Context: an optimization exercise on an open-source flow, tuned for small area. The choices shown serve that exercise and are no tape-out recipe. RTL that was checked went through simulation tests only; none was proved equivalent to the original. For run 4, only the layout was checked, not whether the RTL still works. No activity file was given, so power comes from the tool's default toggle rates.

File: flow/config.mk
export PLATFORM = sky130hd
export DESIGN_NAME = uart_top
export DESIGN_NICKNAME = uart_top
export VERILOG_FILES = /design/flow/design.v
export SDC_FILE = /design/flow/constraint.sdc
export NUM_CORES = 4
export LEC_CHECK = 0
export CAP_MARGIN = 20
export CORE_MARGIN = 2
export CORE_UTILIZATION = 70
export PLACE_DENSITY = 0.8
export SLEW_MARGIN = 20
export SYNTH_HIERARCHICAL = 1
export SYNTH_MINIMUM_KEEP_SIZE = 400
File: flow/constraint.sdc
create_clock -name core_clock -period 10.0 [get_ports {clk}]
set_input_delay 2.0000 -clock core_clock [delete_from_list [all_inputs] [get_ports {clk}]]
set_output_delay 2.0000 -clock core_clock [all_outputs]
set_load 0.01 [all_outputs]
File: flow/design.v
module baud_rate_generator (
    input  clk, rst,
    output tick
    );
    reg [1:0] a;    
    reg [2:0] b;    
    reg [4:0] c;    
    always @(posedge clk or posedge rst) begin
        if (rst) begin
            a <= 2'b0;
            b <= 3'b0;
            c <= 5'b0;
        end else begin
            a <= {a[0],   ~(a[1] ^ a[0])};
            b <= {b[1:0], ~(b[2] ^ b[1])};
            c <= {c[3:0], ~(c[4] ^ c[2])};
        end
    end
    assign tick = a[1] & b[2] & ~b[1] & ~b[0] &
                  c[4] & ~c[3] & ~c[2] & ~c[1] & ~c[0];
endmodule
module uart_transmitter (
    input        clk, rst,
    input        tx_start,
    input        sample_tick,
    input  [7:0] data_in,
    input        data_inv,
    output       tx_done,
    output       tx_data
    );
    reg [3:0] p;
    reg [3:0] tc;
    reg       tx_reg;
    wire busy = p[3] | p[2];
    wire [7:0] cnt_next = {p, tc} + {7'd0, sample_tick};
    assign tx_done = sample_tick & (&{p, tc});
    always @(posedge clk or posedge rst)
        if (rst) p <= 4'd0;
        else if (!busy) p <= {1'b0, tx_start, tx_start, 1'b0};
        else p <= cnt_next[7:4];
    always @(posedge clk)
        if (!busy) tc <= 4'd0;
        else tc <= cnt_next[3:0];
    reg dbit;
    always @(*)
        case (p[2:0])
            3'd7: dbit = data_in[0];
            3'd0: dbit = data_in[1];
            3'd1: dbit = data_in[2];
            3'd2: dbit = data_in[3];
            3'd3: dbit = data_in[4];
            3'd4: dbit = data_in[5];
            3'd5: dbit = data_in[6];
            default: dbit = data_in[7];
        endcase
    reg tx_next;
    always @(*)
        case (p)
            4'd6:  tx_next = 1'b0;
            4'd7, 4'd8, 4'd9, 4'd10, 4'd11, 4'd12, 4'd13, 4'd14:
                   tx_next = dbit ^ data_inv;
            default: tx_next = 1'b1;
        endcase
    always @(posedge clk or posedge rst)
        if (rst) tx_reg <= 1'b1;
        else tx_reg <= tx_next;
    assign tx_data = tx_reg;
endmodule
module uart_receiver (
    input        clk, rst,
    input        rx_data,
    input        sample_tick,
    output       shift,
    output       data_ready
    );
    reg [3:0] p;
    reg [3:0] tc;
    wire busy    = p[3] | p[2];
    wire bit_end = sample_tick & (&tc);
    wire [7:0] cnt_next = {p, tc} + {7'd0, sample_tick};
    assign data_ready = bit_end & (&p);
    always @(posedge clk or posedge rst)
        if (rst) p <= 4'd0;
        else if (!busy) p <= {1'b0, ~rx_data, ~rx_data, 1'b0};
        else p <= cnt_next[7:4];
    always @(posedge clk)
        if (!busy) tc <= {~rx_data, 3'b0};
        else tc <= cnt_next[3:0];
    assign shift = bit_end;
endmodule
module fifo_tx_ctl (
    input         clk, rst,
    input         wr,
    input         pop,
    output [15:0] ld, keep,
    output        empty, full
    );
    reg  [15:0] v;
    wire [15:0] hole;    
    genvar i;
    generate
        for (i = 0; i < 16; i = i + 1) begin : g
            if (i == 0) begin : b0
                assign hole[0] = ~v[0];
            end else begin : bn
                assign hole[i] = ~v[i] | hole[i-1];
            end
            assign ld[i] = hole[i] | pop;
            assign keep[i] = v[i] & ~((i == 0) ? pop : ld[i-1]);
            if (i == 15) begin : top
                always @(posedge clk or posedge rst)
                    if (rst) v[15] <= 1'b0;
                    else v[15] <= (wr & hole[15]) | keep[15];
            end else begin : mid
                always @(posedge clk or posedge rst)
                    if (rst) v[i] <= 1'b0;
                    else v[i] <= v[i+1] | keep[i];
            end
        end
    endgenerate
    assign full  = ~hole[15];
    assign empty = ~|v;
endmodule
module fifo_rx_ctl (
    input         clk, rst,
    input         wr,
    input         rd,
    output [15:0] ld, keep,
    output        empty, full
    );
    reg  [4:0] c;
    assign empty = (c == 5'd0);
    assign full  = c[4];
    wire pop  = rd & ~empty;
    wire push = wr & ~full;
    wire up = push & ~pop;
    wire dn = pop & ~push;
    wire [4:0] ones, zeros;
    assign ones[0] = 1'b1;
    assign zeros[0] = 1'b1;
    genvar k;
    generate
        for (k = 1; k < 5; k = k + 1) begin : t
            assign ones[k]  = ones[k-1] & c[k-1];
            assign zeros[k] = zeros[k-1] & ~c[k-1];
        end
    endgenerate
    always @(posedge clk or posedge rst)
        if (rst) c <= 5'd0;
        else c <= c ^ (({5{up}} & ones) | ({5{dn}} & zeros));
    wire [3:0] lt_hi, eq_hi, le_lo;
    genvar i;
    generate
        for (i = 0; i < 4; i = i + 1) begin : d
            assign lt_hi[i] = pop | (~c[4] & (c[3:2] < i));
            assign eq_hi[i] = ~c[4] & (c[3:2] == i);
            assign le_lo[i] = (c[1:0] <= i);
        end
        for (i = 0; i < 16; i = i + 1) begin : g
            assign ld[i] = lt_hi[i/4] | (eq_hi[i/4] & le_lo[i%4]);
            assign keep[i] = ~ld[i];
        end
    endgenerate
endmodule
module fifo_rows (
    input  [32:0]  take, keep,
    input  [263:0] src, q,
    output [263:0] d
    );
    genvar r;
    generate
        for (r = 0; r < 33; r = r + 1) begin : row
            assign d[8*r +: 8] = ~((src[8*r +: 8] | {8{keep[r]}}) & (q[8*r +: 8] | {8{take[r]}}));
        end
    endgenerate
endmodule
module uart_top (
    input        clk, rst,
    input        read_uart, write_uart,
    input        rx_data_in,
    input  [7:0] write_data,
    output       rx_full, rx_empty, tx_full,
    output       tx_data_out,
    output [7:0] read_data
    );
    wire        tick;
    wire        rx_done, tx_done, rx_shift;
    wire        tx_empty;
    wire [15:0] tx_ld, rx_ld, tx_keep, rx_keep;
    reg  [127:0] tx_mem, rx_mem;
    reg  [7:0]   sr;
    reg          ph;
    wire [127:0] tx_next, rx_next;
    wire [7:0]   sr_next;
    always @(posedge clk or posedge rst)
        if (rst) ph <= 1'b0;
        else ph <= ~ph;
    baud_rate_generator baud_rate_gen_module (.clk(clk), .rst(rst), .tick(tick));
    uart_transmitter uart_tx_module (.clk(clk), .rst(rst), .tx_start(~tx_empty),
        .sample_tick(tick), .data_in(tx_mem[7:0]), .data_inv(ph), .tx_done(tx_done),
        .tx_data(tx_data_out));
    uart_receiver uart_rx_module (.clk(clk), .rst(rst), .rx_data(rx_data_in),
        .sample_tick(tick), .shift(rx_shift), .data_ready(rx_done));
    fifo_tx_ctl fifo_tx_module (.clk(clk), .rst(rst), .wr(write_uart), .pop(tx_done),
        .ld(tx_ld), .keep(tx_keep), .empty(tx_empty), .full(tx_full));
    fifo_rx_ctl fifo_rx_module (.clk(clk), .rst(rst), .wr(rx_done), .rd(read_uart),
        .ld(rx_ld), .keep(rx_keep), .empty(rx_empty), .full(rx_full));
    fifo_rows rows (.take({rx_shift, rx_ld, tx_ld}), .keep({~rx_shift, rx_keep, tx_keep}),
        .src({rx_data_in ^ ph, sr[7:1], sr, rx_mem[127:8], write_data ^ {8{ph}}, tx_mem[127:8]}),
        .q({sr, rx_mem, tx_mem}), .d({sr_next, rx_next, tx_next}));
    always @(posedge clk) begin
        tx_mem <= tx_next;
        rx_mem <= rx_next;
        sr     <= sr_next;
    end
    assign read_data = rx_mem[7:0] ^ {8{ph}};
endmodule
File: flow/flow/run.sh
#!/bin/bash
# Standard ORFS layout (standard synthesis unchanged), with two changes:
#  - clock tree: sink clusters of up to 22 driven by clkbuf_8, no dummy loads
#  - port buffers: the smallest buffer (buf_1) instead of the default
set -euo pipefail
export CTS_ARGS="-sink_clustering_enable -repair_clock_nets -dont_use_dummy_load -buf_list sky130_fd_sc_hd__clkbuf_8 -sink_clustering_size 22 -sink_clustering_max_diameter 70"
export BUFFER_PORTS_ARGS="-buffer_cell sky130_fd_sc_hd__buf_1"
bash standard.sh finish > layout.log 2>&1
File: flow/standard.sh
#!/bin/bash
# synth_recipe.tcl (not shown) runs the flow's synth.tcl, then flattens the netlist and writes it again
# the make line also repeats each setting of config.mk as NAME=value (left out here)
make -C /OpenROAD-flow-scripts/flow DESIGN_CONFIG=/design/flow/config.mk WORK_HOME=/design/flow/orfs CLKGATE_MAP_FILE= SYNTH_SCRIPT=/design/flow/synth_recipe.tcl "${@:-finish}"
==> flow_summary.json, run 1 <==
{
  "status": "complete, no violations",
  "holdBufCountCts": 0,
  "syn_inst": 880,
  "gr-total-overflow": 0,
  "peakVddDrop_v": 0.000145,
  "p_leak_nw": 4.02,
  "fin_tns_setup_ps": 0,
  "syn_avg_cell_area_um2": 11.5,
  "p_int_mw": 1.75,
  "rsz0062_at_grt": "no",
  "gp_congestion": 0.790,
  "synth_warnings": 12,
  "grt_max_degree": 42,
  "die_h_um": 124,
  "h-tree-depth": 1,
  "detail_route.wl_per_cell_um": 17.3,
  "period_needed_ps": 3930,
  "die_area_um2": 15500,
  "drcViolationCount": 0,
  "pwr-share-comb_pct": 6.8,
  "async_reset_ff_share_pct": 13.1,
  "netSwitchingFraction_pct": 24.0,
  "clock-root-buffer": "clkbuf_8",
  "setup-violations-final": 0,
  "synth_edf_count": 0,
  "grt_pass1_vias": 6478,
  "min_path_type": "reg2reg",
  "ys_seq_area_share_pct": 63.9,
  "relSlewSlack_pct": 36.7,
  "maxSlewViolCount": 0,
  "start_util_pct": 72.4,
  "fmax_ghz": 0.254,
  "num_io_pins": 25,
  "synth.cell_area_um2": 10100,
  "ys_seq_elements": 313,
  "p_per_area_nw_per_um2": 228,
  "dp_hpwl_um": 12400,
  "drive_gt1_share_pct": 4.62,
  "clkPwrFrac_pct": 21.9,
  "ys_types": 47,
  "synthFlopType": "dfxtp_1",
  "clk_latency_ps": 540,
  "crit_type": "reg2out",
  "fin_skew_ps": 68.4,
  "largestRegisters": "rx_mem (128), tx_mem (128), fifo_tx_module.v (16)",
  "hold_slack_ps": 382,
  "cts_tree": "done",
  "synthToLayoutAreaGrowth_pct": -0.160,
  "chipWidth_um": 124,
  "hold_viol": 0,
  "drtIter0Drc": 395,
  "cp_max_fo": 9,
  "diodes": 0,
  "start_kind": "flop",
  "drt-total-wl_um": 17700,
  "post_cts_resized": 0,
  "antenna_found_initial": 0,
  "io_buffers": 24,
  "grt.total_usage_pct": 22.9,
  "coreArea_um2": 14000,
  "ant_nets": 0,
  "num_rows": 43,
  "nets": 865,
  "cts_buffers": 18,
  "worst_slew_pin_slew_ps": 949,
  "route.vias.total": 6410,
  "avgViaCountPerCell": 6.26,
  "layout_common_cells": "272 x dfxtp_1, 264 x o22ai_1, 40 x dfrtp_1",
  "cts_num_sinks": 313,
  "grt_pass1_wl_um": 30600,
  "netSwitchingPower_mw": 0.555,
  "worst_setup_path_end_kind": "output pin",
  "synth.net_count": 899,
  "cap_violations": 0,
  "cp.arrival_ps": 1930,
  "finalCritPeriodShare_pct": 39.3,
  "crit_required_ps": 8000,
  "drtPass1Iterations": 7,
  "mostFrequentLayoutCell": "dfxtp_1",
  "clock_path_buffers": 3,
  "cts_setup_buffers": 0,
  "pwr-share-seq_pct": 71.3,
  "cts.clk_slew.worst_paths_ps": 120
}
synthesized netlist by cell type, drive strengths merged, types with 6 or more instances:
cell | n | share of area [%]
nand4 | 6 | 0.37
a21oi | 8 | 0.43
nand2b | 10 | 0.64
a21o | 9 | 0.67
or2 | 9 | 0.56
xor2 | 23 | 2.0
xnor2 | 13 | 1.1
and3 | 8 | 0.49
dfxtp | 272 | 54
o22ai | 264 | 16
inv | 34 | 1.3
o21ai | 6 | 0.30
buf | 68 | 5.4
dfrtp | 40 | 9.9
clkbuf | 11 | 0.41
nand3 | 13 | 0.77
ha | 6 | 0.74
nor2 | 24 | 0.89
nand2 | 21 | 0.80
per-layer routing:
layer,global-route usage (%),share of wire (%)
met5,0,0
met4,6.94,2.5
met1,30.4,44
met3,3.91,3.4
met2,39.0,50
Yosys stat by module, one instance, submodules excluded:
module     times used  flip-flops and latches  cell area (um2)
fifo_rows           1                       0             2190
uart_top            1                     313             7940
logic make-up (layout without fill, tap and decap cells):
| kind of cell | Yosys count | after routing | share of synthesized area (%) |
|---|---|---|---|
| flops | 313 | 313 | 63.9 |
| compound gates | 293 | 293 | 18.2 |
| simple gates | 115 | 115 | 6.40 |
| buf+inv | 113 | 77 | 7.08 |
| xor+xnor | 36 | 36 | 3.11 |
| fa+ha+maj | 6 | 6 | 0.741 |
| mux | 4 | 4 | 0.642 |
layout make-up:
type	count	area (um2)
tap	180	225
inverter	34	130
timing repair buffer	25	97.6
clock buffer	18	248
sequential	313	6470
multi-input combinational	454	2940
fill	980	3870
worst paths after layout:
| check | start | endpoint | slack (ps) | depth (start not counted) |
|---|---|---|---|---|
| min in group asynchronous | rst | fifo_rx_module.c[2]$_DFF_PP0_ | 1550 | 3 |
| max in group asynchronous | rst | fifo_tx_module.v[12]$_DFF_PP0_ | 8070 | 3 |
| worst max-delay path | fifo_tx_module.v[12]$_DFF_PP0_ | tx_full | 6070 | 4 |
| worst min register to register | rx_mem[100]$_DFF_P_ | rx_mem[92]$_DFF_P_ | 380 | 1 |
| worst min-delay path | rx_mem[100]$_DFF_P_ | rx_mem[92]$_DFF_P_ | 380 | 1 |
| worst max register to register | baud_rate_gen_module.b[0]$_DFF_PP0_ | fifo_rx_module.c[4]$_DFF_PP0_ | 6750 | 10 |
per-stage QoR:
stage	utilization, %	total power [mW]	std cells	instance area (um2)	setup WS [ps]
2_1_floorplan	-	1.74	880	10100	6560
3_3_place_gp	70.5	1.80	1006	9870	6220
3_5_place_dp	70.5	1.82	1006	9870	5980
4_1_cts	72.3	2.32	1024	10100	6050
5_1_grt	72.3	2.41	1024	10100	5950
6_report	72.3	2.31	1024	10100	6070
power by group through the flow:
stage	sequential, mW	clock (mW)	combinational [mW]
global route	1.67	0.560	0.177
floorplan	1.61	0	0.128
global placement	1.66	0	0.138
CTS	1.64	0.521	0.155
detailed placement	1.67	0	0.154
finish	1.65	0.505	0.157
worst max-delay path: stages (launching register included):
cell and delay (ps):
dfrtp_1 490, and3_1 260, nand4_1 180, nor2_1 290
buf_1 190
==> run 2: changes to the inputs <==
==> flow/flow/run.sh (replaced) <==
#!/bin/bash
# Standard ORFS layout (standard synthesis unchanged), with two changes:
#  - clock tree: sink clusters of up to 20 driven by clkbuf_8, no dummy loads
#  - port buffers: the smallest buffer (buf_1) instead of the default
set -euo pipefail
export CTS_ARGS="-sink_clustering_enable -repair_clock_nets -dont_use_dummy_load -buf_list sky130_fd_sc_hd__clkbuf_8 -sink_clustering_size 20 -sink_clustering_max_diameter 70"
export BUFFER_PORTS_ARGS="-buffer_cell sky130_fd_sc_hd__buf_1"
bash standard.sh finish > layout.log 2>&1
--- a/flow/config.mk
+++ b/flow/config.mk
@@ -5,6 +5,7 @@
 export SDC_FILE = /design/flow/constraint.sdc
 export NUM_CORES = 4
 export LEC_CHECK = 0
+export ABC_AREA = 1
 export CAP_MARGIN = 20
 export CORE_MARGIN = 2
 export CORE_UTILIZATION = 70
==> run 2 against run 1 <==
  * Still clean on timing, DRC and antenna
  * Sequential share of layout area fell by 18 points
  * Critical path depth decreased by 2
  * Non-clock buffer count is the same
  * Flip-flop and latch count stayed put
  * Total power grew 7.5%
  * Worst hold slack improved by 6.9 ps
  * Final area is 38% higher
  * Sequential power is 4% lower
  * Clock skew is 17 ps lower
  * First-iteration DRC count shrank 4.3%
  * Critical path type unchanged
  * Largest power group unchanged
  * Highest routed layer unchanged
==> flow_summary.json, run 2 <==
{
  "gp_congestion": 0.800,
  "num_io_pins": 25,
  "fillCellCount": 1637,
  "num_rows": 50,
  "p_per_area_nw_per_um2": 178,
  "hold_viol": 0,
  "avgViaCountPerCell": 4.27,
  "grt_pass1_vias": 9006,
  "drt-total-wl_um": 20200,
  "syn_inst": 2005,
  "synthFlopType": "dfxtp_1",
  "fin_area_um2": 14000,
  "period_needed_ps": 3960,
  "worst_setup_path_end_kind": "output pin",
  "grt_pass1_wl_um": 36600,
  "diodes": 0,
  "synth_edf_count": 0,
  "yosysMostFrequentCell": "nand2_1",
  "post_cts_resized": 0,
  "min_path_type": "reg2reg",
  "syn_avg_cell_area_um2": 6.65,
  "ys_seq_area_share_pct": 48.5,
  "cp_max_fo": 19,
  "pwr-share-comb_pct": 14.9,
  "chipWidth_um": 142,
  "drcViolationCount": 0,
  "drtIter0Drc": 378,
  "ant_nets": 0,
  "pwr-share-seq_pct": 63.8,
  "grt_max_degree": 42,
  "antenna_found_initial": 0,
  "ys_seq_elements": 313,
  "clk_latency_ps": 550,
  "finalCritPeriodShare_pct": 39.6,
  "detail_route.wl_per_cell_um": 8.86,
  "largestRegisters": "rx_mem (128), tx_mem (128), fifo_tx_module.v (16)",
  "yosysTopAreaCellShare_pct": 40.8,
  "dp_hpwl_um": 15100,
  "cts_setup_buffers": 0,
  "peakVddDrop_v": 0.000133,
  "setup-violations-final": 0,
  "clock_path_buffers": 3,
  "route.vias.total": 9722,
  "ys_types": 36,
  "clkPwrFrac_pct": 21.3,
  "cts_tree": "done",
  "holdBufCountCts": 0,
  "status": "complete, no violations",
  "yosysTopAreaCell": "dfxtp_1",
  "ys_top_cells_by_count": "851 x nand2_1, 597 x inv_1, 272 x dfxtp_1, 77 x inv_2, 40 x dfrtp_1",
  "cts.clk_slew.worst_paths_ps": 120,
  "die_area_um2": 20200,
  "start_util_pct": 71.3,
  "yosys-top-cells-area": "dfxtp_1 41%, nand2_1 24%, inv_1 17%, dfrtp_1 7.5%, inv_2 2.2%",
  "async_reset_ff_share_pct": 13.1,
  "synth.net_count": 2024,
  "drtPass1Iterations": 7,
  "maxSlewViolCount": 0,
  "mostFrequentLayoutCell": "nand2_1",
  "coreArea_um2": 18700,
  "start_kind": "flop",
  "p_leak_nw": 7.93,
  "h-tree-depth": 1,
  "p_int_mw": 1.80,
  "crit_type": "reg2out",
  "cap_violations": 0,
  "layout_common_cells": "851 x nand2_1, 596 x inv_1, 272 x dfxtp_1",
  "fin_tns_setup_ps": 0,
  "clock-root-buffer": "clkbuf_8",
  "synth.cell_area_um2": 13300,
  "crit_required_ps": 8000,
  "synth_warnings": 12,
  "netSwitchingPower_mw": 0.682,
  "fmax_ghz": 0.252,
  "rsz0062_at_grt": "no",
  "dpl_cell_area_um2": 13700,
  "nets": 2064,
  "worst_slew_pin_slew_ps": 1090,
  "io_buffers": 24,
  "gr-total-overflow": 0,
  "cts_num_sinks": 313,
  "fin_skew_ps": 51.9,
  "cts_buffers": 19,
  "grt.total_usage_pct": 21.2,
  "die_h_um": 142,
  "netSwitchingFraction_pct": 27.5,
  "synthToLayoutAreaGrowth_pct": 4.64,
  "cp.arrival_ps": 1960,
  "place_inst": 2258,
  "drive_gt1_share_pct": 6.36,
  "final_cells": 2277,
  "relSlewSlack_pct": 27.6
}
-- run 2: power groups by stage --
| stage | Clock, mW | Combinational, mW | Sequential (mW) |
|---|---|---|---|
| 5_1_grt | 0.587 | 0.461 | 1.61 |
| 3_3_place_gp | 0 | 0.355 | 1.61 |
| 6_report | 0.527 | 0.369 | 1.58 |
| 2_1_floorplan | 0 | 0.312 | 1.59 |
| 3_5_place_dp | 0 | 0.371 | 1.61 |
| 4_1_cts | 0.551 | 0.376 | 1.59 |
-- run 2: path summary, 6_finish.rpt --
check	depth (start not counted)	end	startpoint	slack, ps
min reg2reg	0	baud_rate_gen_module.c[2]$_DFF_PP0_	baud_rate_gen_module.c[1]$_DFF_PP0_	390
min in group asynchronous	3	fifo_rx_module.c[0]$_DFF_PP0_	rst	1540
max	2	read_data[7]	ph$_DFF_PP0_	6040
max in group asynchronous	3	uart_tx_module.tx_reg$_DFF_PP1_	rst	8010
max reg2reg	12	uart_rx_module.p[2]$_DFF_PP0_	baud_rate_gen_module.c[2]$_DFF_PP0_	7790
min	0	baud_rate_gen_module.c[2]$_DFF_PP0_	baud_rate_gen_module.c[1]$_DFF_PP0_	390
-- run 2: cells by family after synthesis --
group | after synthesis | synth area share, %
AND/OR/NAND/NOR | 952 | 28.8
buffers and inverters | 680 | 19.2
flip-flops | 313 | 48.5
XOR/XNOR | 28 | 1.84
AO/OA/AOI/OAI | 26 | 1.11
adder cells (fa/ha/maj) | 6 | 0.563
-- run 2: through the flow --
| step | hold slack [ps] | setup slack, ps | util (%) | power (mW) |
|---|---|---|---|---|
| after floorplan | 354 | 6910 | - | 1.90 |
| after global placement | 357 | 6570 | 73.2 | 1.96 |
| after detailed placement | 362 | 6530 | 73.2 | 1.98 |
| after CTS | 393 | 5950 | 74.6 | 2.51 |
| after global routing | 395 | 5880 | 74.6 | 2.66 |
| final | 389 | 6040 | 74.6 | 2.48 |
-- run 2: per-module statistics from Yosys (local to each module, per instance) --
module	times used	cell area (um2)
uart_top	1	8140
fifo_rows	1	5200
-- run 2: worst max-delay path: stages, from the launching register on --
cell	delay, ps
dfrtp_1	1080
xor2_1	200
buf_1	170
-- run 2: final cells by class --
type	instances	area, um2	area share (%)
well taps	234	293	2.10
multi-input cells	1012	4300	30.8
clock buffers	19	262	1.87
inverters	674	2530	18.1
repair buffers	25	97.6	0.699
flip-flops and latches	313	6470	46.4
-- run 2: per-layer routing --
layer	global-route usage, %	part of all wire [%]
met4	5.26	1.8
met2	39.9	49
met3	2.56	3.0
met1	25.7	47
met5	0	0
==> run 3: changes to the inputs <==
--- a/flow/config.mk
+++ b/flow/config.mk
@@ -5,7 +5,6 @@
 export SDC_FILE = /design/flow/constraint.sdc
 export NUM_CORES = 4
 export LEC_CHECK = 0
-export ABC_AREA = 1
 export CAP_MARGIN = 20
 export CORE_MARGIN = 2
 export CORE_UTILIZATION = 70
==> run 3 against run 2 <==
  * Still clean
  * Final area down 27%
  * Worst setup slack better by 53 ps
  * First-iteration DRC count up 15%
  * Clock-buffer cell count unchanged
  * Sequential share of layout area up 18 points
  * Critical path type unchanged
==> flow_summary.json, run 3 <==
{
  "yosysTopAreaCellShare_pct": 53.7,
  "finish.utilization_pct": 72.4,
  "coreArea_um2": 14000,
  "ys_seq_elements": 313,
  "die_area_um2": 15500,
  "clk_latency_ps": 550,
  "mostFrequentLayoutCell": "dfxtp_1",
  "setup-violations-final": 0,
  "gp_congestion": 0.790,
  "clock-root-buffer": "clkbuf_8",
  "dp_hpwl_um": 12400,
  "crit_type": "reg2out",
  "relSlewSlack_pct": 35.7,
  "h-tree-depth": 1,
  "rsz0062_at_grt": "no",
  "synth.net_count": 899,
  "layout_common_cells": "272 x dfxtp_1, 264 x o22ai_1, 40 x dfrtp_1",
  "cts_buffers": 19,
  "clock_path_buffers": 3,
  "yosysTopAreaCell": "dfxtp_1",
  "grt_pass1_wl_um": 30500,
  "dpl_cell_area_um2": 9870,
  "cap_violations": 0,
  "hold_slack_ps": 392,
  "cp_cell_sequence": "and3_1 -> nand4_1 -> nor2_1 -> buf_1",
  "hold_viol": 0,
  "syn_inst": 880,
  "ant_nets": 0,
  "synth.cell_area_um2": 10100,
  "die_h_um": 124,
  "holdBufCountCts": 0,
  "cp_slowest_stage_delay_ps": 480,
  "drive_gt1_share_pct": 4.73,
  "start_util_pct": 72.4,
  "route.vias.total": 6399,
  "worst_setup_path_end_kind": "output pin",
  "cts.clk_slew.worst_paths_ps": 120,
  "fin_tns_setup_ps": 0,
  "chipWidth_um": 124,
  "worst_slew_pin_slew_ps": 955,
  "io_buffers": 24,
  "syn_avg_cell_area_um2": 11.5,
  "drtIter0Drc": 436,
  "cts_num_sinks": 313,
  "ys_top_cells_by_count": "272 x dfxtp_1, 264 x o22ai_1, 40 x dfrtp_1, 34 x buf_2, 33 x buf_6",
  "drcViolationCount": 0,
  "start_kind": "flop",
  "detail_route.wl_per_cell_um": 17.3,
  "avgViaCountPerCell": 6.24,
  "min_path_type": "reg2reg",
  "synth_warnings": 12,
  "synth_edf_count": 0,
  "drtPass1Iterations": 5,
  "yosys-top-cells-area": "dfxtp_1 54%, o22ai_1 16%, dfrtp_1 9.9%, buf_6 3.7%, xor2_1 2.0%",
  "fmax_ghz": 0.256,
  "cp_top_family": "simple AND/OR/NAND/NOR gates",
  "synthToLayoutAreaGrowth_pct": -0.0249,
  "post_cts_resized": 0,
  "fin_area_um2": 10100,
  "p_leak_nw": 4.03,
  "fin_skew_ps": 49.6,
  "diodes": 0,
  "num_rows": 43,
  "ys_seq_area_share_pct": 63.9,
  "cp.arrival_ps": 1910,
  "cts_tree": "done",
  "grt.total_usage_pct": 22.9,
  "num_io_pins": 25,
  "grt_max_degree": 42,
  "maxSlewViolCount": 0,
  "gr-total-overflow": 0,
  "cpMaxStageDelayCell": "dfrtp_1",
  "path_buf_inv": 1,
  "cts_setup_buffers": 0,
  "ys_types": 47,
  "drt-total-wl_um": 17700,
  "yosysMostFrequentCell": "dfxtp_1",
  "antenna_found_initial": 0,
  "synthFlopType": "dfxtp_1",
  "finalCritPeriodShare_pct": 39.1,
  "status": "complete, no violations",
  "period_needed_ps": 3910,
  "nets": 866,
  "crit_required_ps": 8000,
  "p_per_area_nw_per_um2": 229,
  "async_reset_ff_share_pct": 13.1,
  "cp_max_fo": 9,
  "peakVddDrop_v": 0.000133,
  "largestRegisters": "rx_mem (128), tx_mem (128), fifo_tx_module.v (16)",
  "grt_pass1_vias": 6512
}
==> run 3: changes by cell type after synthesis, sizes merged, moves of 13 or more <==
cell | before | now
nand2 | 861 | 21
nor2 | 37 | 24
buf | 6 | 68
inv | 674 | 34
o22ai | 1 | 264
==> run 3: per-module statistics from Yosys (local to each module, per instance) <==
| module | times used | flops+latches | area (um2) |
|---|---|---|---|
| uart_top | 1 | 313 | 7940 |
| fifo_rows | 1 | 0 | 2190 |
==> run 3: through the flow <==
stage	power, mW	cells	setup WS [ps]
floorplan	1.74	880	6560
global placement	1.80	1006	6220
detailed placement	1.82	1006	5980
CTS	2.33	1025	6040
global route	2.42	1025	5960
finish	2.32	1025	6090
==> run 3: worst paths after layout <==
check	startpoint	endpoint	slack, ps	cells after the start
setup / recovery	fifo_tx_module.v[12]$_DFF_PP0_	tx_full	6090	4
max in group asynchronous	rst	uart_tx_module.tx_reg$_DFF_PP1_	8030	3
hold reg to reg	baud_rate_gen_module.c[3]$_DFF_PP0_	baud_rate_gen_module.c[4]$_DFF_PP0_	390	0
setup reg to reg	baud_rate_gen_module.b[0]$_DFF_PP0_	fifo_rx_module.c[3]$_DFF_PP0_	6780	10
hold / removal	baud_rate_gen_module.c[3]$_DFF_PP0_	baud_rate_gen_module.c[4]$_DFF_PP0_	390	0
min in group asynchronous	rst	baud_rate_gen_module.c[0]$_DFF_PP0_	1550	3
==> run 3: layout make-up <==
cell class / instances / area (um2)
Inverter: 34 / 130
Fill cell: 986 / 3860
Clock buffer: 19 / 262
Tap cell: 180 / 225
Multi-Input combinational cell: 454 / 2940
Timing Repair Buffer: 25 / 97.6
Sequential cell: 313 / 6470
==> run 3: kinds of logic after synthesis <==
family                     synth area share [%]
adders and majority gates                 0.741
AOI/OAI and AO/OA                          18.2
xor gates and xnor gates                   3.11
DFF                                        63.9
muxes                                     0.642
buffers and inverters                      7.08
and+or+nand+nor                            6.40
==> run 3: where the power goes <==
part           switching (mW)  leakage [nW]  internal, mW
combinational          0.0637          1.15        0.0926
sequential              0.149          2.75          1.50
clock                   0.343         0.137         0.173
==> run 3: metal layers <==
metal / global-route usage [%] / part of all wire (%) / vias up
li1: - / - / 3136
met3: 4.08 / 3.9 / 35
met2: 39.1 / 50 / 128
met4: 7.01 / 2.1 / 0
met5: 0 / 0 / -
met1: 30.0 / 44 / 3100
==> run 4: changes to the inputs <==
--- a/flow/design.v
+++ b/flow/design.v
@@ -35,9 +35,12 @@
     wire [7:0] cnt_next = {p, tc} + {7'd0, sample_tick};
     assign tx_done = sample_tick & (&{p, tc});
     always @(posedge clk or posedge rst)
-        if (rst) p <= 4'd0;
-        else if (!busy) p <= {1'b0, tx_start, tx_start, 1'b0};
-        else p <= cnt_next[7:4];
+        if (rst) p[3:2] <= 2'd0;
+        else if (!busy) p[3:2] <= {1'b0, tx_start};
+        else p[3:2] <= cnt_next[7:6];
+    always @(posedge clk)
+        if (!busy) p[1:0] <= {tx_start, 1'b0};
+        else p[1:0] <= cnt_next[5:4];
     always @(posedge clk)
         if (!busy) tc <= 4'd0;
         else tc <= cnt_next[3:0];
@@ -80,9 +83,12 @@
     wire [7:0] cnt_next = {p, tc} + {7'd0, sample_tick};
     assign data_ready = bit_end & (&p);
     always @(posedge clk or posedge rst)
-        if (rst) p <= 4'd0;
-        else if (!busy) p <= {1'b0, ~rx_data, ~rx_data, 1'b0};
-        else p <= cnt_next[7:4];
+        if (rst) p[3:2] <= 2'd0;
+        else if (!busy) p[3:2] <= {1'b0, ~rx_data};
+        else p[3:2] <= cnt_next[7:6];
+    always @(posedge clk)
+        if (!busy) p[1:0] <= {~rx_data, 1'b0};
+        else p[1:0] <= cnt_next[5:4];
     always @(posedge clk)
         if (!busy) tc <= {~rx_data, 3'b0};
         else tc <= cnt_next[3:0];
==> run 4 against run 3 <==
  * Via count rose by 4.4%
  * Combinational power barely moved
  * First-iteration DRC count rose by 0.46%
  * Non-clock buffer count rose by 1
  * Clock power fell by 0.8%
  * Worst setup slack got worse by 220 ps
  * Final area rose by 1.1%
  * Synthesized area rose by 1.1%
  * Critical path type unchanged
  * Highest routed layer unchanged
==> flow_summary.json, run 4 <==
{
  "hold_slack_ps": 405,
  "clkPwrFrac_pct": 22.1,
  "cts_setup_buffers": 0,
  "cts_buffers": 19,
  "cts_tree": "done",
  "h-tree-depth": 1,
  "cts.clk_slew.worst_paths_ps": 120,
  "drive_gt1_share_pct": 4.26,
  "netSwitchingPower_mw": 0.552,
  "grt_pass1_wl_um": 31600,
  "mostFrequentLayoutCell": "dfxtp_1",
  "cp_top_family": "simple AND/OR/NAND/NOR gates",
  "gr-total-overflow": 0,
  "yosysTopAreaCellShare_pct": 54.0,
  "yosysTopAreaCell": "dfxtp_1",
  "regArea_um2": 6450,
  "use_met1_pct": 30.7,
  "pwr-share-comb_pct": 6.8,
  "drcViolationCount": 0,
  "p_per_area_nw_per_um2": 226,
  "die_area_um2": 15600,
  "fin_tns_setup_ps": 0,
  "min_path_type": "reg2reg",
  "clock-root-buffer": "clkbuf_8",
  "num_rows": 44,
  "crit_required_ps": 8000,
  "setup-violations-final": 0,
  "chipWidth_um": 125,
  "fin_skew_ps": 47.5,
  "top_usage_layer": "met2",
  "avgViaCountPerCell": 6.35,
  "nets": 889,
  "finalCritPeriodShare_pct": 41.2,
  "maxSlewViolCount": 0,
  "cp_cell_sequence": "and4_1 -> nand4_1 -> nor2_1 -> buf_1",
  "drtPass1Iterations": 5,
  "num_io_pins": 25,
  "dpl_cell_area_um2": 9980,
  "crit_type": "reg2out",
  "ant_nets": 0,
  "yosys-top-cells-area": "dfxtp_1 54%, o22ai_1 16%, dfrtp_1 8.8%, buf_6 3.6%, xor2_1 2.3%",
  "peakVddDrop_v": 0.000150,
  "relSlewSlack_pct": 33.0,
  "grt_pass1_vias": 6666,
  "multi_input_area_um2": 3110,
  "ys_types": 45,
  "status": "complete, no violations",
  "cap_violations": 0,
  "p_int_mw": 1.76,
  "grt_max_degree": 38,
  "async_reset_ff_share_pct": 11.8,
  "netSwitchingFraction_pct": 23.9,
  "pwr-share-seq_pct": 71.1,
  "worst_slew_pin_slew_ps": 994,
  "synth_edf_count": 0,
  "start_kind": "flop",
  "gp_congestion": 0.802,
  "start_util_pct": 71.0,
  "worst_setup_path_end_kind": "output pin",
  "hold_viol": 0,
  "synth.net_count": 924,
  "ys_seq_area_share_pct": 63.0,
  "cp.arrival_ps": 2120,
  "synth.cell_area_um2": 10200,
  "p_leak_nw": 4.07,
  "cpMaxStageDelayCell": "dfrtp_1",
  "antenna_found_initial": 0,
  "final_cells": 1052,
  "fin_area_um2": 10200,
  "post_cts_resized": 0,
  "largestRegisters": "rx_mem (128), tx_mem (128), fifo_tx_module.v (16)",
  "period_needed_ps": 4120,
  "cts_num_sinks": 313,
  "layout_common_cells": "276 x dfxtp_1, 264 x o22ai_1, 36 x dfrtp_1",
  "grt_use_met3_pct": 3.17,
  "path_buf_inv": 1,
  "io_buffers": 24,
  "syn_inst": 905,
  "syn_avg_cell_area_um2": 11.3,
  "die_h_um": 125,
  "rsz0062_at_grt": "no",
  "place_inst": 1033,
  "fillCellCount": 1031,
  "dp_hpwl_um": 12900,
  "fmax_ghz": 0.243,
  "cp_slowest_stage_delay_ps": 500,
  "ys_top_cells_by_count": "276 x dfxtp_1, 264 x o22ai_1, 36 x dfrtp_1, 35 x buf_2, 33 x buf_6",
  "diodes": 0,
  "ys_seq_elements": 313,
  "synthFlopType": "dfxtp_1",
  "route.vias.total": 6680,
  "synth_warnings": 12,
  "use_met2_pct": 42.1,
  "yosysMostFrequentCell": "dfxtp_1",
  "cp_max_fo": 10,
  "detail_route.wl_per_cell_um": 17.4,
  "synthToLayoutAreaGrowth_pct": -0.0241,
  "drtIter0Drc": 438,
  "clk_latency_ps": 540,
  "holdBufCountCts": 0,
  "coreArea_um2": 14400,
  "drt-total-wl_um": 18300,
  "clock_path_buffers": 3,
  "grt.total_usage_pct": 23.5
}
## run 4: through the flow
stage / setup slack (ps) / power, mW / util, %
floorplan: 6610 / 1.74 / -
global placement: 6220 / 1.80 / 69.2
detailed placement: 5910 / 1.82 / 69.2
CTS: 5850 / 2.32 / 71.0
global route: 5710 / 2.41 / 71.0
finish: 5880 / 2.31 / 71.0
## run 4: Yosys stat by module (local to each module, per instance)
module     cells inside  times used
uart_top            575           1
fifo_rows           330           1
## run 4: path summary, 6_finish.rpt
kind / from / to / slack, ps / depth (start not counted)
min in group asynchronous: rst / baud_rate_gen_module.a[1]$_DFF_PP0_ / 1560 / 3
worst min register to register: baud_rate_gen_module.c[2]$_DFF_PP0_ / baud_rate_gen_module.c[3]$_DFF_PP0_ / 410 / 0
worst min-delay path: baud_rate_gen_module.c[2]$_DFF_PP0_ / baud_rate_gen_module.c[3]$_DFF_PP0_ / 410 / 0
worst max register to register: baud_rate_gen_module.b[0]$_DFF_PP0_ / fifo_rx_module.c[4]$_DFF_PP0_ / 6970 / 9
max in group asynchronous: rst / uart_tx_module.tx_reg$_DFF_PP1_ / 8050 / 3
worst max-delay path: fifo_tx_module.v[0]$_DFF_PP0_ / tx_full / 5880 / 4
## run 4: kinds of logic (layout without fill, tap and decap cells)
logic type | Yosys count | in the layout | synth area share (%)
AOI/OAI and AO/OA | 307 | 307 | 19.0
xor gates and xnor gates | 38 | 38 | 3.25
adders and majority gates | 6 | 6 | 0.733
buffers and inverters | 103 | 66 | 6.62
DFF | 313 | 313 | 63.0
muxes | 5 | 5 | 0.635
and+or+nand+nor | 133 | 133 | 6.73
## run 4: worst register-to-register path: cells and delay by family (launching register included)
kind / cells / cell delay, ps
AND/OR/NAND/NOR: 6 / 2060
XOR/XNOR: 1 / 160
flip-flops: 1 / 400
adder cells (fa/ha/maj): 1 / 210
AO/OA/AOI/OAI: 1 / 90
## run 4: layout make-up
| type | count | share of cell area (%) |
|---|---|---|
| Multi-Input combinational cell | 489 | 30.4 |
| Tap cell | 184 | 2.25 |
| Clock buffer | 19 | 2.55 |
| Inverter | 21 | 0.770 |
| Sequential cell | 313 | 63.0 |
| Timing Repair Buffer | 26 | 1.03 |
## run 4: per-layer routing
| layer | vias to the layer above | routed length [um] |
|---|---|---|
| li1 | 3252 | - |
| met1 | 3283 | 8170 |
| met2 | 114 | 9320 |
| met3 | 31 | 517 |
| met4 | 0 | 265 |
| met5 | - | 0 |
## run 4: power groups by stage
| stage | registers (mW) | logic (mW) | clock network (mW) |
|---|---|---|---|
| global placement | 1.66 | 0.139 | 0 |
| floorplan | 1.61 | 0.127 | 0 |
| CTS | 1.64 | 0.156 | 0.525 |
| finish | 1.64 | 0.157 | 0.512 |
| detailed placement | 1.66 | 0.157 | 0 |
| global route | 1.67 | 0.175 | 0.563 |
==> run 5: changes to the inputs <==
--- a/flow/design.v
+++ b/flow/design.v
@@ -102,21 +102,23 @@
     output        empty, full
     );
     reg  [15:0] v;
-    wire [15:0] hole;    
     genvar i;
     generate
         for (i = 0; i < 16; i = i + 1) begin : g
             if (i == 0) begin : b0
-                assign hole[0] = ~v[0];
+                assign keep[0] = v[0];
             end else begin : bn
-                assign hole[i] = ~v[i] | hole[i-1];
+                assign keep[i] = v[i] & keep[i-1];
             end
-            assign ld[i] = hole[i] | pop;
-            assign keep[i] = v[i] & ~((i == 0) ? pop : ld[i-1]);
+            assign ld[i] = ~keep[i];
             if (i == 15) begin : top
                 always @(posedge clk or posedge rst)
                     if (rst) v[15] <= 1'b0;
-                    else v[15] <= (wr & hole[15]) | keep[15];
+                    else v[15] <= wr | keep[15];
+            end else if (i == 0) begin : bot
+                always @(posedge clk or posedge rst)
+                    if (rst) v[0] <= 1'b0;
+                    else v[0] <= v[0] ? ~pop : v[1];
             end else begin : mid
                 always @(posedge clk or posedge rst)
                     if (rst) v[i] <= 1'b0;
@@ -124,7 +126,7 @@
             end
         end
     endgenerate
-    assign full  = ~hole[15];
+    assign full  = keep[15];
     assign empty = ~|v;
 endmodule
 module fifo_rx_ctl (
==> run 5 against run 4 <==
  * Still clean
  * Flip-flop and latch count unchanged
  * Non-clock buffer count unchanged
  * Clock-buffer cell count unchanged
  * Die area decreased by 1.5%
  * Worst hold slack got worse by 8.6 ps
  * Critical endpoint unchanged
  * Largest cell class unchanged
  * Largest power group unchanged
==> flow_summary.json, run 5 <==
{
  "io_buffers": 24,
  "drcViolationCount": 0,
  "status": "complete, no violations",
  "grt.total_usage_pct": 23.5,
  "ys_seq_area_share_pct": 64.0,
  "yosys-top-cells-area": "dfxtp_1 55%, o22ai_1 16%, dfrtp_1 8.9%, buf_6 3.7%, xor2_1 2.3%",
  "ant_nets": 0,
  "maxSlewViolCount": 0,
  "r2r-start": "fifo_tx_module.v[0]$_DFF_PP0_",
  "p_per_area_nw_per_um2": 230,
  "finalCritPeriodShare_pct": 53.3,
  "num_io_pins": 25,
  "drtIter0Drc": 461,
  "place_inst": 1003,
  "cp_cell_sequence": "and4_1 -> nand4_1 -> nor4_2 -> buf_4 -> and2_1 -> buf_1",
  "synth_edf_count": 0,
  "drive_gt1_share_pct": 4.63,
  "yosysTopAreaCellShare_pct": 54.8,
  "synth.cell_area_um2": 10100,
  "whs_endpoint": "baud_rate_gen_module.c[4]$_DFF_PP0_",
  "path_buf_inv": 2,
  "netSwitchingPower_mw": 0.565,
  "rr_worst_depth": 5,
  "fmax_ghz": 0.188,
  "chipWidth_um": 124,
  "cts_buffers": 19,
  "syn_inst": 876,
  "ff2ff_setup_slack_ps": 6870,
  "largestRegisters": "rx_mem (128), tx_mem (128), fifo_tx_module.v (16)",
  "die_h_um": 124,
  "yosysTopAreaCell": "dfxtp_1",
  "fin_tns_setup_ps": 0,
  "cp.arrival_ps": 3330,
  "min-delay-start": "baud_rate_gen_module.c[3]$_DFF_PP0_",
  "gp_congestion": 0.788,
  "cp_top_family": "simple AND/OR/NAND/NOR gates",
  "mostFrequentLayoutCell": "dfxtp_1",
  "avgViaCountPerCell": 6.24,
  "synthToLayoutAreaGrowth_pct": 0.0743,
  "worst_slew_pin_slew_ps": 1030,
  "cts_tree": "done",
  "relSlewSlack_pct": 30.4,
  "yosysMostFrequentCell": "dfxtp_1",
  "cts.clk_slew.worst_paths_ps": 110,
  "reg2reg_to": "tx_mem[111]$_DFF_P_",
  "clkPwrFrac_pct": 22.0,
  "cts_setup_buffers": 0,
  "final_cells": 1022,
  "syn_avg_cell_area_um2": 11.5,
  "synth_warnings": 12,
  "ys_top_cells_by_count": "276 x dfxtp_1, 264 x o22ai_1, 36 x dfrtp_1, 36 x inv_1, 34 x buf_2",
  "start_kind": "flop",
  "whs_path_depth": 0,
  "holdBufCountCts": 0,
  "hold_viol": 0,
  "rsz0062_at_grt": "no",
  "post_cts_resized": 0,
  "p_int_mw": 1.76,
  "pwr-share-seq_pct": 71.0,
  "period_needed_ps": 5330,
  "fillCellCount": 994,
  "clock-root-buffer": "clkbuf_8",
  "netSwitchingFraction_pct": 24.3,
  "cap_violations": 0,
  "coreArea_um2": 14000,
  "num_rows": 43,
  "cp_slowest_stage_delay_ps": 580,
  "fin_skew_ps": 28.7,
  "worst_setup_path_end_kind": "output pin",
  "grt_pass1_vias": 6126,
  "route.vias.total": 6381,
  "p_leak_nw": 4.05,
  "ys_seq_elements": 313,
  "crit_type": "reg2out",
  "cts_num_sinks": 313,
  "cp_max_fo": 14,
  "dp_hpwl_um": 12400,
  "antenna_found_initial": 0,
  "synthFlopType": "dfxtp_1",
  "layout_common_cells": "276 x dfxtp_1, 264 x o22ai_1, 36 x inv_1, 36 x dfrtp_1",
  "start_util_pct": 72.0,
  "async_reset_ff_share_pct": 11.8,
  "diodes": 0,
  "detail_route.wl_per_cell_um": 17.5,
  "peakVddDrop_v": 0.000124,
  "h-tree-depth": 1,
  "gr-total-overflow": 0,
  "pwr-share-comb_pct": 6.9,
  "drt-total-wl_um": 17900,
  "die_area_um2": 15400,
  "synth.net_count": 896,
  "clk_latency_ps": 520,
  "grt_max_degree": 38,
  "crit_required_ps": 8000,
  "grt_pass1_wl_um": 29600,
  "ys_types": 47,
  "nets": 864,
  "clock_path_buffers": 3,
  "drtPass1Iterations": 5,
  "setup-violations-final": 0,
  "min_path_type": "reg2reg",
  "cpMaxStageDelayCell": "dfrtp_1"
}
==> run 5: changes by cell type in the layout (fill, tap and decap cells not counted), sizes merged, moves of 3 or more <==
cell,previous run,this run
a21o,14,2
a21oi,7,10
and4,5,2
inv,21,36
nand3,16,11
nand4,4,7
nor2,32,21
nor2b,8,5
nor3,10,3
o21bai,3,0
==> run 5: power by group through the flow <==
stage	Sequential, mW	Combinational [mW]	Clock (mW)
after global placement	1.66	0.142	0
after detailed placement	1.67	0.157	0
final	1.65	0.161	0.512
after CTS	1.65	0.159	0.525
after floorplan	1.61	0.125	0
after global routing	1.67	0.177	0.568
==> run 5: worst register-to-register path: stages (launching register included) <==
cell and delay (ps):
dfrtp_1 580, and4_1 520, nand4_1 530, nor2_2 710
nand4_1 420, o22ai_1 270
==> run 5: through the flow <==
step	worst slack (ps)	total power, mW	area (um2)	hold WS (ps)	utilization (%)
after detailed placement	5280	1.83	9820	381	70.2
final	4670	2.32	10100	397	72.1
after floorplan	6240	1.74	10100	355	-
after global placement	5460	1.80	9820	365	70.2
after CTS	4710	2.33	10100	406	72.1
after global routing	4340	2.42	10100	424	72.1
==> run 5: modules after synthesis (local to each module, per instance) <==
module	flip-flops and latches	area [um2]	copies in the design	cells inside
uart_top	313	7890	1	546
fifo_rows	0	2190	1	330
==> run 5: worst max path at each step <==
stage                             startpoint  endpoint  cells after the start  slack (ps)
2_1_floorplan  fifo_tx_module.v[0]$_DFF_PP0_   tx_full                      5        6240
3_3_place_gp   fifo_tx_module.v[0]$_DFF_PP0_   tx_full                      6        5460
3_5_place_dp   fifo_tx_module.v[0]$_DFF_PP0_   tx_full                      6        5280
4_1_cts        fifo_tx_module.v[0]$_DFF_PP0_   tx_full                      6        4710
5_1_grt        fifo_tx_module.v[0]$_DFF_PP0_   tx_full                      6        4340
6_report       fifo_tx_module.v[0]$_DFF_PP0_   tx_full                      6        4670
==> run 5: layer usage <==
layer	part of all wire [%]	track usage (%)
met4	1.8	5.69
met3	3.3	2.70
met1	48	34.0
met5	0	0
met2	47	38.4
==> run 5: area by class of cell <==
class                   instances  area (um2)  area share (%)
multi-input cells             448        2910            28.8
repair buffers                 26         105            1.04
inverters                      36         135            1.34
well taps                     180         225            2.23
clock buffers                  19         262            2.59
flip-flops and latches        313        6450            64.0
==> run 5: kinds of logic (layout without fill, tap and decap cells) <==
kind of cell | count (synthesis) | in the layout | synth area share [%]
adders and majority gates | 7 | 7 | 0.869
xor gates and xnor gates | 35 | 35 | 3.04
and+or+nand+nor | 108 | 108 | 5.86
AOI/OAI and AO/OA | 290 | 290 | 18.0
buffers and inverters | 115 | 81 | 7.16
DFF | 313 | 313 | 64.0
muxes | 8 | 8 | 1.07
==> run 6: changes to the inputs <==
--- a/flow/design.v
+++ b/flow/design.v
@@ -35,12 +35,9 @@
     wire [7:0] cnt_next = {p, tc} + {7'd0, sample_tick};
     assign tx_done = sample_tick & (&{p, tc});
     always @(posedge clk or posedge rst)
-        if (rst) p[3:2] <= 2'd0;
-        else if (!busy) p[3:2] <= {1'b0, tx_start};
-        else p[3:2] <= cnt_next[7:6];
-    always @(posedge clk)
-        if (!busy) p[1:0] <= {tx_start, 1'b0};
-        else p[1:0] <= cnt_next[5:4];
+        if (rst) p <= 4'd0;
+        else if (!busy) p <= {1'b0, tx_start, tx_start, 1'b0};
+        else p <= cnt_next[7:4];
     always @(posedge clk)
         if (!busy) tc <= 4'd0;
         else tc <= cnt_next[3:0];
@@ -83,12 +80,9 @@
     wire [7:0] cnt_next = {p, tc} + {7'd0, sample_tick};
     assign data_ready = bit_end & (&p);
     always @(posedge clk or posedge rst)
-        if (rst) p[3:2] <= 2'd0;
-        else if (!busy) p[3:2] <= {1'b0, ~rx_data};
-        else p[3:2] <= cnt_next[7:6];
-    always @(posedge clk)
-        if (!busy) p[1:0] <= {~rx_data, 1'b0};
-        else p[1:0] <= cnt_next[5:4];
+        if (rst) p <= 4'd0;
+        else if (!busy) p <= {1'b0, ~rx_data, ~rx_data, 1'b0};
+        else p <= cnt_next[7:4];
     always @(posedge clk)
         if (!busy) tc <= {~rx_data, 3'b0};
         else tc <= cnt_next[3:0];
==> run 6 against run 5 <==
  * Clock power is 0.8% lower
  * Core utilization up 0.13 points
  * Critical path depth down 1
  * Worst setup slack got worse by 200 ps
  * Wire length fell by 3.6%
  * Flip-flop and latch count unchanged
==> flow_summary.json, run 6 <==
{
  "start_kind": "flop",
  "gr-total-overflow": 0,
  "use_met2_pct": 36.9,
  "grt_pass1_wl_um": 29200,
  "path_buf_inv": 1,
  "cts_tree": "done",
  "synthFlopType": "dfxtp_1",
  "syn_inst": 879,
  "mostFrequentLayoutCell": "dfxtp_1",
  "fin_skew_ps": 30.2,
  "post_cts_resized": 0,
  "rsz0062_at_grt": "no",
  "peakVddDrop_v": 0.000117,
  "nets": 864,
  "ant_nets": 0,
  "cp_slowest_stage_delay_ps": 950,
  "finish.utilization_pct": 72.2,
  "coreArea_um2": 14000,
  "drtIter0Drc": 441,
  "h-tree-depth": 1,
  "crit_type": "reg2out",
  "clock-root-buffer": "clkbuf_8",
  "antenna_found_initial": 0,
  "grt_pass1_vias": 6148,
  "grt_use_met3_pct": 3.66,
  "synth_edf_count": 0,
  "yosysMostFrequentCell": "dfxtp_1",
  "num_io_pins": 25,
  "yosysTopAreaCellShare_pct": 53.8,
  "clk_latency_ps": 520,
  "maxSlewViolCount": 0,
  "layout_common_cells": "272 x dfxtp_1, 264 x o22ai_1, 40 x dfrtp_1",
  "route.vias.total": 6368,
  "largestRegisters": "rx_mem (128), tx_mem (128), fifo_tx_module.v (16)",
  "grt.total_usage_pct": 23.2,
  "cp.arrival_ps": 3530,
  "io_buffers": 24,
  "min-delay-start": "baud_rate_gen_module.c[3]$_DFF_PP0_",
  "worst_setup_path_end_kind": "output pin",
  "worst_slew_pin_slew_ps": 1010,
  "cts_setup_buffers": 0,
  "die_h_um": 124,
  "die_area_um2": 15400,
  "dp_hpwl_um": 12100,
  "syn_avg_cell_area_um2": 11.5,
  "start_util_pct": 72.3,
  "synthToLayoutAreaGrowth_pct": -0.0870,
  "drive_gt1_share_pct": 4.75,
  "cap_violations": 0,
  "top_usage_layer": "met2",
  "ys_seq_area_share_pct": 64.0,
  "drcViolationCount": 0,
  "async_reset_ff_share_pct": 13.1,
  "synth_warnings": 12,
  "detail_route.wl_per_cell_um": 16.9,
  "cts_buffers": 19,
  "yosys-top-cells-area": "dfxtp_1 54%, o22ai_1 16%, dfrtp_1 9.9%, buf_6 3.7%, xor2_1 2.2%",
  "finalCritPeriodShare_pct": 55.3,
  "ys_top_cells_by_count": "272 x dfxtp_1, 264 x o22ai_1, 40 x dfrtp_1, 35 x buf_2, 35 x inv_1",
  "diodes": 0,
  "r2r-start": "fifo_tx_module.v[0]$_DFF_PP0_",
  "chipWidth_um": 124,
  "num_rows": 43,
  "clock_path_buffers": 3,
  "cp_top_family": "simple AND/OR/NAND/NOR gates",
  "grt_max_degree": 42,
  "ys_seq_elements": 313,
  "status": "complete, no violations",
  "p_leak_nw": 4.02,
  "yosysTopAreaCell": "dfxtp_1",
  "startpoint": "fifo_tx_module.v[0]$_DFF_PP0_",
  "holdBufCountCts": 0,
  "cpMaxStageDelayCell": "nor4_2",
  "synth.net_count": 899,
  "cts.clk_slew.worst_paths_ps": 110,
  "avgViaCountPerCell": 6.23,
  "min_path_type": "reg2reg",
  "period_needed_ps": 5530,
  "ys_types": 48,
  "cts_num_sinks": 313,
  "drt-total-wl_um": 17200,
  "fillCellCount": 948,
  "relSlewSlack_pct": 32.9,
  "synth.cell_area_um2": 10100,
  "p_per_area_nw_per_um2": 229,
  "cp_cell_sequence": "and4_1 -> nand4_2 -> nor4_2 -> and2_1 -> buf_1",
  "setup-violations-final": 0,
  "cp_max_fo": 14,
  "fin_tns_setup_ps": 0,
  "hold_viol": 0,
  "fmax_ghz": 0.181,
  "crit_required_ps": 8000,
  "gp_congestion": 0.815,
  "drtPass1Iterations": 5,
  "use_met1_pct": 33.7
}
==> run 6: where the power goes <==
group / internal, mW / switching (mW)
registers: 1.50 / 0.150
logic: 0.0917 / 0.0699
clock network: 0.173 / 0.335
==> run 6: Yosys stat by module (local to each module, per instance) <==
| module | flops+latches | cell area (um2) |
|---|---|---|
| uart_top | 313 | 7920 |
| fifo_rows | 0 | 2190 |
==> run 6: cell families (layout without fill, tap and decap cells) <==
logic type	Yosys count	after routing	share of synthesized area, %
and+or+nand+nor	109	109	6.00
DFF	313	313	64.0
AOI/OAI and AO/OA	294	294	18.1
muxes	6	6	0.866
buffers and inverters	116	79	7.19
adders and majority gates	7	7	0.866
xor gates and xnor gates	34	34	2.94
==> run 6: area by class of cell <==
| cell class | instances | area (um2) | share of cell area [%] |
|---|---|---|---|
| flip-flops and latches | 313 | 6470 | 64.1 |
| multi-input cells | 450 | 2920 | 28.9 |
| clock buffers | 19 | 262 | 2.59 |
| well taps | 180 | 225 | 2.23 |
| inverters | 35 | 131 | 1.30 |
| repair buffers | 25 | 97.6 | 0.966 |
==> run 6: worst register-to-register path: cells and delay by family (launching register included) <==
| family | cells | cell delay [ps] |
|---|---|---|
| DFF | 1 | 590 |
| and+or+nand+nor | 4 | 2210 |
| AOI/OAI and AO/OA | 1 | 230 |
==> run 6: metal layers <==
layer | vias to the layer above | wire (um)
li1 | 3145 | -
met1 | 3090 | 8270
met2 | 106 | 8000
met3 | 27 | 661
met4 | 0 | 289
met5 | - | 0
==> run 6: per-stage QoR <==
step | worst slack (ps) | hold WS [ps] | power [mW] | area (um2) | cells
after global placement | 5130 | 367 | 1.80 | 9840 | 1003
after global routing | 4040 | 391 | 2.42 | 10100 | 1022
after CTS | 4460 | 381 | 2.33 | 10100 | 1022
final | 4470 | 370 | 2.32 | 10100 | 1022
after floorplan | 6280 | 355 | 1.74 | 10100 | 879
after detailed placement | 5080 | 389 | 1.83 | 9840 | 1003
==> run 6: worst paths after layout <==
path                                                  endpoint  slack, ps  cells after the start
max in group asynchronous  baud_rate_gen_module.a[0]$_DFF_PP0_       8040                      3
min in group asynchronous                         ph$_DFF_PP0_       1570                      3
hold reg to reg            baud_rate_gen_module.c[4]$_DFF_PP0_        370                      0
setup reg to reg                           tx_mem[123]$_DFF_P_       6910                      5
hold / removal             baud_rate_gen_module.c[4]$_DFF_PP0_        370                      0
setup / recovery                                       tx_full       4470                      5

## what the ideal ports hide
No port has a modelled driver above. Below, the same layouts with a new extraction and two added sets of constraints.
Step 1 sets driving cells, clkbuf_16 on the clock port and buf_2 on the other inputs (assumed; they add their load-dependent delay and slew).
Step 2 times the ports against the registers' clock, not the clock port: input delays grow and output delays shrink by t, the midpoint of the rising clock arrivals with the driver on.
Slacks: ideal ports / drivers / drivers and shift; pairs: ideal ports / drivers.
run | t (ns) | setup slack, ns | worst slew at a driven data input, ns
run 1 | 0.545 | 6.068 / 6.030 / 5.967 | 0.04
run 2 | 0.559 | 6.039 / 5.999 / 6.558 | 0.05
run 3 | 0.565 | 6.093 / 6.052 / 5.937 | 0.04
run 4 | 0.556 | 5.877 / 5.837 / 5.836 | 0.04
run 5 | 0.542 | 4.668 / 4.631 / 5.173 | 0.05
run 6 | 0.547 | 4.467 / 4.428 / 4.976 | 0.04
After both steps setup and hold are still met in every run listed. For run 3, which loses most, drivers alone change the setup slack by -0.041 ns; drivers and shift together by -0.156 ns.
